Background: an optimization exercise with open tools, aiming at small area, a short achievable clock period and few clock cycles per item. Do not read the settings as production practice. Function was checked by simulation only, so behaviour that the tests miss may differ from the original.

==> flow/design.v (excerpt) <==
module neuro (input clk, input rst, input load, input [24:0] din, input start,
              output [24:0] state, output ready);
  reg [24:0] x;
  wire [24:0] nx;
  assign state = x;
  assign ready = 1'b1;
  sweepc u_sweep (.x(x), .nx(nx));
  always @(posedge clk) begin
    if (!rst) x <= 25'd15321166;
    else if (load) x <= din;
    else if (start) x <= nx;
  end
endmodule
Size: roughly 7200 sq um of cells after synthesis.
clock: 90.0 ns
lec_check: 0
abc_area: 1
cap_margin: 20
core_margin: 2
core_utilization: 40
place_density: 0.6
slew_margin: 20
standard.sh (not shown) runs the stock make flow with config.mk's settings and CLKGATE_MAP_FILE= SYNTH_SCRIPT=/design/flow/synth_recipe.tcl, a recipe that flattens the netlist after the stock synthesis.
==> flow/flow/run.sh <==
#!/bin/bash
# Own flow: the standard ORFS layout, with one change in synthesis: ABC maps the logic
# with an area-oriented script (flow/abc_my.script) and Yosys's full/half-adder extraction is
# skipped, and the port buffers are buf_1 cells. Registers, flattening and renaming are exactly as in synth_recipe.tcl.
set -euo pipefail
W=$(pwd)
{
  echo 'proc abc {args} {'
  echo '  set i [lsearch -exact $args -script]'
  echo "  if { \$i >= 0 } { set args [lreplace \$args \$i [expr {\$i+1}] -script $W/flow/abc_my.script] }"
  echo '  yosys abc {*}$args'
  echo '}'
  echo 'proc extract_fa {args} {}'
  cat "$W/synth_recipe.tcl"
} > "$W/my_synth.tcl"
sed "s#SYNTH_SCRIPT=[^ ]*#SYNTH_SCRIPT=$W/my_synth.tcl#" "$W/standard.sh" > "$W/my_standard.sh"
grep -q "SYNTH_SCRIPT=$W/my_synth.tcl" "$W/my_standard.sh"
bash "$W/my_standard.sh" finish "BUFFER_PORTS_ARGS=-buffer_cell sky130_fd_sc_hd__buf_1" > "$W/flow_make.log" 2>&1
==> flow/flow/abc_my.script <==
strash
&get -n
&deepsyn -T 20
&put
dch -f
map -a
buffer -p
upsize -D 18000
dnsize -D 18000
topo
stime -c
Testbench counts at the start, summed over its fixed seeds: cycles 3,649, sweeps 2,449.
Next try:
--- a/flow/flow/run.sh
+++ b/flow/flow/run.sh
@@ -2,3 +1,0 @@
-# Own flow: the standard ORFS layout, with one change in synthesis: ABC maps the logic
-# with an area-oriented script (flow/abc_my.script) and Yosys's full/half-adder extraction is
-# skipped, and the port buffers are buf_1 cells. Registers, flattening and renaming are exactly as in synth_recipe.tcl.
--- a/flow/flow/abc_my.script
+++ b/flow/flow/abc_my.script
@@ -6 +6 @@
-map -a
+amap
GPL_TIMING_DRIVEN = 1   (was not set)
Cell count came out lower by 11%; design area came out lower by 7.9%; area after synthesis came out lower by 7.0%; non-clock buffer count came out lower by 1; setup slack is worse by 0.26 ns.
Next try:
CORE_UTILIZATION = 60   (was 40)
PLACE_DENSITY = 0.8   (was 0.6)
The changed run finished clean; sequential cell count is unchanged; sequential share of layout area went up by 0.14 points; register-to-register slack degrades by 0.36 ns; first-iteration DRC count increases by 21%; global-route usage increases by 8.7 points; die area goes down by 32%; maximum frequency goes down by 1.6%; area after synthesis stays the same.
Next try:
--- a/flow/flow/run.sh
+++ b/flow/flow/run.sh
@@ -15 +15,3 @@
-bash "$W/my_standard.sh" finish "BUFFER_PORTS_ARGS=-buffer_cell sky130_fd_sc_hd__buf_1" > "$W/flow_make.log" 2>&1
+bash "$W/my_standard.sh" cts "BUFFER_PORTS_ARGS=-buffer_cell sky130_fd_sc_hd__buf_1" > "$W/flow_make_cts.log" 2>&1
+# after global routing, the resizer aims for 68.5 ns of setup slack (paths of at most 21.5 ns)
+bash "$W/my_standard.sh" finish "BUFFER_PORTS_ARGS=-buffer_cell sky130_fd_sc_hd__buf_1" SETUP_SLACK_MARGIN=68.5 > "$W/flow_make.log" 2>&1
CORE_UTILIZATION = 40   (was 60)
GPL_TIMING_DRIVEN = not set   (was 1)
PLACE_DENSITY = 0.6   (was 0.8)
Result: The new run went through all stages and came out clean; synthesized area stays the same; global-route usage falls by 8.7 points; clock-buffer cell count is unchanged; worst setup slack gains 1.6 ns; critical path depth rises by 6; non-clock buffer count climbs by 70; worst hold slack barely changes; final area is higher by about a fifth; first-iteration DRC count is lower by about a fifth; fmax is higher by a little under a tenth; cell count grows by roughly a tenth.
Next try:
--- a/flow/flow/run.sh
+++ b/flow/flow/run.sh
@@ -15,3 +15 @@
-bash "$W/my_standard.sh" cts "BUFFER_PORTS_ARGS=-buffer_cell sky130_fd_sc_hd__buf_1" > "$W/flow_make_cts.log" 2>&1
-# after global routing, the resizer aims for 68.5 ns of setup slack (paths of at most 21.5 ns)
-bash "$W/my_standard.sh" finish "BUFFER_PORTS_ARGS=-buffer_cell sky130_fd_sc_hd__buf_1" SETUP_SLACK_MARGIN=68.5 > "$W/flow_make.log" 2>&1
+bash "$W/my_standard.sh" finish "BUFFER_PORTS_ARGS=-buffer_cell sky130_fd_sc_hd__buf_1" > "$W/flow_make.log" 2>&1
==> flow/flow/abc_my.script (replaced) <==
strash
&get -n
&deepsyn -T 20
&put
dch -f
amap
buffer -p
upsize -W 5 -R 30 -D 14000
dnsize -D 14000
topo
stime -c
Clock-buffer cell count does not change.
Synthesized area decreases by 3.2%.
Global-route usage decreases by 0.17 points.
Non-clock buffer count decreases by 68.
Sequential cell count stays the same.
Next try:
--- a/flow/flow/run.sh
+++ b/flow/flow/run.sh
@@ -1,0 +2,3 @@
+# Own flow: the standard ORFS layout, with one change in synthesis: ABC maps the logic
+# with an area-oriented script (flow/abc_my.script) and Yosys's full/half-adder extraction is
+# skipped, and the port buffers are buf_1 cells. Registers, flattening and renaming are exactly as in synth_recipe.tcl.
==> flow/flow/abc_my.script (replaced) <==
strash
&get -n
&deepsyn -T 20
&put
dch -f
map -a
buffer -p
upsize -D 14000
dnsize -D 14000
topo
stime -c
After rerunning: Routed wire length went up by about 7%. Global-route usage went down by 1.2 points. Setup slack is better by 2.5 ns. Hold slack is better by 0.039 ns. Sequential share of layout area went down by 0.98 points. Cell count went up by 12%. Via count went up by about 4%. Count of clock-buffer cells in the layout does not change. Critical path depth went down by 147.

* * *

== run A ==
Another version of the RTL of neuro (not shown whole).
Size in the first run: ~1300 cells after synthesis, roughly 25 flip-flops, about 55 I/O pins, about 7500 sq um of cells after synthesis.
==> flow/config.mk <==
export PLATFORM = sky130hd
export DESIGN_NAME = neuro
export DESIGN_NICKNAME = neuro
export VERILOG_FILES = /design/flow/design.v
export SDC_FILE = /design/flow/constraint.sdc
export NUM_CORES = 4
export LEC_CHECK = 0
export ABC_AREA = 1
export CAP_MARGIN = 20
export CORE_MARGIN = 2
export CORE_UTILIZATION = 40
export PLACE_DENSITY = 0.6
export SLEW_MARGIN = 20
==> flow/constraint.sdc <==
create_clock -name core_clock -period 90.0 [get_ports {clk}]
set_input_delay 18.0000 -clock core_clock [delete_from_list [all_inputs] [get_ports {clk}]]
set_output_delay 18.0000 -clock core_clock [all_outputs]
set_load 0.01 [all_outputs]
==> flow/flow/run.sh <==
#!/bin/bash
# Own flow: the standard ORFS layout, with one change in synthesis: ABC maps the logic
# with an area-oriented script (flow/abc_my.script) and Yosys's full/half-adder extraction is
# skipped. Registers, flattening and renaming are exactly as in synth_recipe.tcl.
set -euo pipefail
W=$(pwd)
{
  echo 'proc abc {args} {'
  echo '  set i [lsearch -exact $args -script]'
  echo "  if { \$i >= 0 } { set args [lreplace \$args \$i [expr {\$i+1}] -script $W/flow/abc_my.script] }"
  echo '  yosys abc {*}$args'
  echo '}'
  echo 'proc extract_fa {args} {}'
  cat "$W/synth_recipe.tcl"
} > "$W/my_synth.tcl"
sed "s#SYNTH_SCRIPT=[^ ]*#SYNTH_SCRIPT=$W/my_synth.tcl#" "$W/standard.sh" > "$W/my_standard.sh"
grep -q "SYNTH_SCRIPT=$W/my_synth.tcl" "$W/my_standard.sh"
bash "$W/my_standard.sh" finish > "$W/flow_make.log" 2>&1
==> flow/flow/abc_my.script <==
strash
&get -n
&deepsyn -T 20
&put
dch -f
map -a
buffer -p
upsize -D 18000
dnsize -D 18000
topo
stime -c
Run A went all the way through the flow, and no timing, DRC or antenna check failed.
Testbench counts of run A, summed over its fixed seeds: cycles 3,649, sweeps 2,449.
The following lists how run B was set up differently from run A:
Settings: changing PLACE_DENSITY from 0.6 to 0.75; changing CORE_UTILIZATION from 40 to 65.
Results
For highest clock rate, run B and run A come out practically identical.
met3 track demand over resource in global routing ends up higher on run B.
Run A has a lower total vias in the final route than run B.
Run B vs run A: stage delay of the slowest cell on the critical path down
[inputs] run C vs run B
Settings: a change of PLACE_DENSITY from 0.75 to 0.6; a change of CORE_UTILIZATION from 65 to 40.
--- a/flow/flow/run.sh
+++ b/flow/flow/run.sh
@@ -4 +4 @@
-# skipped. Registers, flattening and renaming are exactly as in synth_recipe.tcl.
+# skipped, and the port buffers are buf_1 cells. Registers, flattening and renaming are exactly as in synth_recipe.tcl.
@@ -18 +18 @@
-bash "$W/my_standard.sh" finish > "$W/flow_make.log" 2>&1
+bash "$W/my_standard.sh" finish "BUFFER_PORTS_ARGS=-buffer_cell sky130_fd_sc_hd__buf_1" > "$W/flow_make.log" 2>&1
==> run summary <==
Area of the placeable core in run C is 7200 sq um higher than in run B. Compared to run B, run C shows a narrower setup margin. Of run B and run C, run C shows the lower area growth from synthesis to final layout, with run B above it. Going from run B to run C, the total track usage was found to have gone down by 11 points. Post-route cell area: run C better than run B. Relative to run B, tightest slew margin relative to the limit has decreased by 4.5 points in run C.

* * *

RTL: one of the versions met above, not the one the previous note started from.
Size: about 25 flip-flops, roughly 55 I/O pins.
export LEC_CHECK = 0
export ABC_AREA = 1
export CAP_MARGIN = 20
export CORE_MARGIN = 2
export CORE_UTILIZATION = 40
export PLACE_DENSITY = 0.6
export SLEW_MARGIN = 20
create_clock -name core_clock -period 90.0 [get_ports {clk}]
==> flow/flow/run.sh <==
#!/bin/bash
set -euo pipefail
W=$(pwd)
{
  echo 'proc abc {args} {'
  echo '  set i [lsearch -exact $args -script]'
  echo "  if { \$i >= 0 } { set args [lreplace \$args \$i [expr {\$i+1}] -script $W/flow/abc_my.script] }"
  echo '  yosys abc {*}$args'
  echo '}'
  echo 'proc extract_fa {args} {}'
  cat "$W/synth_recipe.tcl"
} > "$W/my_synth.tcl"
sed "s#SYNTH_SCRIPT=[^ ]*#SYNTH_SCRIPT=$W/my_synth.tcl#" "$W/standard.sh" > "$W/my_standard.sh"
grep -q "SYNTH_SCRIPT=$W/my_synth.tcl" "$W/my_standard.sh"
bash "$W/my_standard.sh" cts "BUFFER_PORTS_ARGS=-buffer_cell sky130_fd_sc_hd__buf_1" > "$W/flow_make_cts.log" 2>&1
# after global routing, the resizer aims for 69.5 ns of setup slack (paths of at most 20.5 ns)
bash "$W/my_standard.sh" finish "BUFFER_PORTS_ARGS=-buffer_cell sky130_fd_sc_hd__buf_1" SETUP_SLACK_MARGIN=69.5 > "$W/flow_make.log" 2>&1
==> flow/flow/abc_my.script <==
strash
&get -n
&deepsyn -T 20
&put
dch -f
amap
buffer -p
upsize -D 18000
dnsize -D 18000
topo
stime -c
Testbench counts at the start, summed over its fixed seeds: cycles 3,649, sweeps 2,449.
==> next run, changes <==
==> flow/flow/run.sh (replaced) <==
#!/bin/bash
set -euo pipefail
W=$(pwd)
{
  echo 'proc abc {args} {'
  echo '  set i [lsearch -exact $args -script]'
  echo "  if { \$i >= 0 } { set args [lreplace \$args \$i [expr {\$i+1}] -script $W/flow/abc_my.script] }"
  echo '  yosys abc {*}$args'
  echo '}'
  echo 'proc extract_fa {args} {}'
  cat "$W/synth_recipe.tcl"
} > "$W/my_synth.tcl"
sed "s#SYNTH_SCRIPT=[^ ]*#SYNTH_SCRIPT=$W/my_synth.tcl#" "$W/standard.sh" > "$W/my_standard.sh"
grep -q "SYNTH_SCRIPT=$W/my_synth.tcl" "$W/my_standard.sh"
bash "$W/my_standard.sh" finish "BUFFER_PORTS_ARGS=-buffer_cell sky130_fd_sc_hd__buf_1" > "$W/flow_make.log" 2>&1
After rerunning: The changed run completed with no timing, DRC or antenna violations. Design area is lower by about a fifth. Setup slack loses 1.3 ns. Wire length goes down by roughly a tenth. Cell count shrinks by a few percent. Via count came out lower by a little under a tenth. Worst hold slack is better by 0.0061 ns. Die area is unchanged. Utilization fell by 12 points.

-- afterwards: timing with drivers on the ports --
Ports are ideal in the flow. The routed layouts listed here were re-timed in OpenROAD.
Step 1, drivers: a clkbuf_16 drives clk and a buf_2 each remaining input, both assumed.
Step 2 moves the port delays by t, midway between the first and last clock arrival at a register: inputs arrive t later, outputs are due t later. That takes back most of the time a late clock gives input paths.
Slacks: no drivers / after step 1 / after step 2; pairs: no drivers / after step 1.
run | t, ns | slack for setup (ns) | worst setup path after step 2 | cell pins on the clock port's net
the first run of note 1 | 0.304 | 68.426 / 68.426 / 68.426 | register to register | 1
the second run of note 1 | 0.298 | 68.167 / 68.167 / 68.167 | register to register | 1
the third run of note 1 | 0.302 | 67.810 / 67.810 / 67.810 | register to register | 1
the fourth run of note 1 | 0.300 | 69.383 / 69.383 / 69.383 | register to register | 1
the fifth run of note 1 | 0.302 | 67.496 / 67.496 / 67.496 | register to register | 1
the sixth run of note 1 | 0.293 | 69.982 / 69.995 / 69.702 | input to register | 1
run A | 0.328 | 63.974 / 63.974 / 63.974 | register to register | 1
run B | 0.316 | 63.896 / 63.896 / 63.896 | register to register | 1
run C | 0.326 | 63.638 / 63.638 / 63.638 | register to register | 1
the first run of note 3 | 0.299 | 69.469 / 69.469 / 69.389 | input to register | 1
the second run of note 3 | 0.298 | 68.167 / 68.167 / 68.167 | register to register | 1
After both steps every run listed still meets setup and hold. For the sixth run of note 1, which loses most, drivers alone change the setup slack by +0.013 ns; drivers and shift together by -0.280 ns.
